This is an optimization exercise on Yosys and OpenROAD, whose aim is small area and a short achievable clock period, not a production implementation.
The RTL was checked by simulation tests, not by an equivalence proof against the original design.
The clock port is modelled as an ideal driver, which makes a skipped or thinned clock tree look cheaper than it is; a real chip needs a root buffer or a tree.
No activity file was given, so power comes from the tool's default toggle rates.

==> inputs of branch indigo <==
==> flow/design.v (excerpt) <==
module lifo #(parameter N = 32,
              parameter depth = 3)
             (input wire clk,
              input wire reset,
              input wire wr_en,
              input wire rd_en,
              input [N-1:0] din,
              output reg [N-1:0] dout,
              output reg full,
              output wire empty);
    localparam DEPTH = 2**depth;
    reg              ne;               
    reg [DEPTH:1]    at_r;             
    reg              ne_o;             
    reg [N-1:0]      mem [0:DEPTH-1];
    wire [DEPTH+1:0] at = {1'b0, at_r, ~ne};    
    assign empty = ~ne_o;
    wire [DEPTH-1:0] we;
    genvar i;
    generate
        for (i = 0; i < DEPTH; i = i + 1) begin : g_we
            if (i == 0)
                assign we[i] = wr_en & (rd_en ? (at[0] | at[1]) : at[0]);
            else if (i == DEPTH-1)
                assign we[i] = wr_en & ~rd_en & at[i];
            else
                assign we[i] = wr_en & (rd_en ? at[i+1] : at[i]);
        end
    endgenerate
    generate
        for (i = 0; i < DEPTH; i = i + 1) begin : g_mem
            always @(posedge clk)
                if (we[i]) mem[i] <= din;
        end
    endgenerate
    wire [DEPTH-1:0] sel;
    generate
        for (i = 0; i < DEPTH; i = i + 1) begin : g_sel
            assign sel[i] = rd_en & at[i+1];
        end
    endgenerate
    wire hold = ~rd_en | ~ne;
    reg [N-1:0] dout_n;
    integer j;
    always @* begin
        dout_n = {N{hold}} & dout;
        for (j = 0; j < DEPTH; j = j + 1)
            dout_n = dout_n | ({N{sel[j]}} & mem[j]);
    end
    reg [DEPTH:1] at_n;
    reg           ne_n;
  ...
==> flow/config.mk <==
export PLATFORM = sky130hd
export DESIGN_NAME = lifo
export DESIGN_NICKNAME = lifo
export VERILOG_FILES = /design/flow/design.v
export SDC_FILE = /design/flow/constraint.sdc
export NUM_CORES = 4
export LEC_CHECK = 0
export CAP_MARGIN = 20
export CORE_MARGIN = 2
export CORE_UTILIZATION = 60
export SETUP_SLACK_MARGIN = 2.2
export SLEW_MARGIN = 20
==> flow/constraint.sdc <==
create_clock -name core_clock -period 3.8 [get_ports {clk}]
set_input_delay 0.7600 -clock core_clock [delete_from_list [all_inputs] [get_ports {clk}]]
set_output_delay 0.7600 -clock core_clock [all_outputs]
set_load 0.01 [all_outputs]
standard.sh (not shown) runs the stock make flow with config.mk's settings and CLKGATE_MAP_FILE= SYNTH_SCRIPT=/design/flow/synth_recipe.tcl, a recipe that flattens the netlist after the stock synthesis.
==> flow/flow/run.sh <==
#!/bin/bash
# The standard layout (the standard.sh), with the clock tree built by
# flow/mycts.tcl in place of TritonCTS: the clock port drives MYCTS_R buffers,
# which drive MYCTS_K leaf buffers, each driving a group of nearby flip-flops.
set -euo pipefail
here=$(pwd)
bash standard.sh PRE_CTS_TCL="$here/flow/mycts.tcl" MYCTS_K=12 MYCTS_R=4 finish > "$here/standard.log" 2>&1
Other scripts of this flow, unchanged in this note and not shown: flow/flow/mycts.tcl
==> branch umber (differences from branch indigo) <==
==> flow/flow/run.sh (replaced) <==
#!/bin/bash
# The standard layout (the standard.sh), with the clock tree built by
# flow/mycts.tcl in place of TritonCTS: the clock port drives MYCTS_R buffers,
# which drive MYCTS_K leaf buffers, each driving a group of nearby flip-flops.
# The port buffers start as the smallest buffer; repair sizes them up as needed.
set -euo pipefail
here=$(pwd)
bash standard.sh PRE_CTS_TCL="$here/flow/mycts.tcl" MYCTS_K=12 MYCTS_R=4 BUFFER_PORTS_ARGS="-buffer_cell sky130_fd_sc_hd__buf_1" finish > "$here/standard.log" 2>&1
==> qor summary <==
|  | branch indigo | branch umber |
|---|---|---|
| Status | no timing/DRC/antenna violations | no timing/DRC/antenna violations |
| Setup slack, reg-to-reg | 2170 ps | 2160 ps |
| Post-layout worst setup margin | 2050 ps | 2060 ps |
| Routed WL | 27500 um | 26000 um |
| Total power per unit cell area | 590 nW/um2 | 601 nW/um2 |
| Termination of the worst setup path | mem[7][18] | mem[5][22] |
| Clock-pin transition on the worst setup and hold timing paths | 110 ps | 90 ps |
| Area of combinational cells with multiple inputs | 1980 um2 | 1920 um2 |
| Net switching power | 2.20 mW | 2.15 mW |
| Wire length of the first global-routing pass | 39100 um | 38000 um |
| Leakage | 4.70 nW | 4.55 nW |
| DR WL met3 | 2360 um | 1930 um |
| Reg2reg end | mem[4][16] | mem[5][22] |
| Power, Total | 7.87 mW | 7.79 mW |
| Max Fanout on Critical Path | 10 | 8 |
| Placer's final routability congestion estimate | 0.741 | 0.764 |
| Clock network latency to the later pin of the worst-skew pair | 310 ps | 320 ps |
| F_max | 571 MHz | 575 MHz |
| Slew Limit Headroom | 0.433 | 0.488 |
| Start point of the worst min-delay path | mem[4][20] | mem[4][27] |
| Drt first-iter violations | 651 | 703 |
| Global routing met2 resource utilization | 0.462 | 0.428 |
| Post-cts sizing count | 203 | 57 |
In every run of this note, the design's own scripts or RTL, not TritonCTS, make the clock network.

-- static timing again, ports no longer ideal --
The flow's constraints put no driver on any port. The routed layouts listed below were extracted and timed again, unchanged, in two steps. Step 1 (the two cells are an assumption about what drives the block):
set clk [get_ports {clk}]
set_driving_cell -lib_cell sky130_fd_sc_hd__clkbuf_16 $clk
set_driving_cell -lib_cell sky130_fd_sc_hd__buf_2 [delete_from_list [all_inputs] $clk]
Step 2 times the ports against the registers' clock, not the clock port: input delays grow and output delays shrink by t, the midpoint of the rising clock arrivals with the driver on. a / b / c = no drivers / after step 1 / after step 2; a / b = the first two.
run	t (ns)	setup slack, ns	latest minus earliest clock arrival (ns)
branch indigo	0.395	2.048 / 2.025 / 1.688	0.024 / 0.025
branch umber	0.406	2.060 / 2.036 / 1.630	0.030 / 0.030
After both steps every run listed still meets setup and hold. The setup slack of branch umber, which loses most, moves by -0.024 ns with the drivers and by -0.430 ns with both steps.
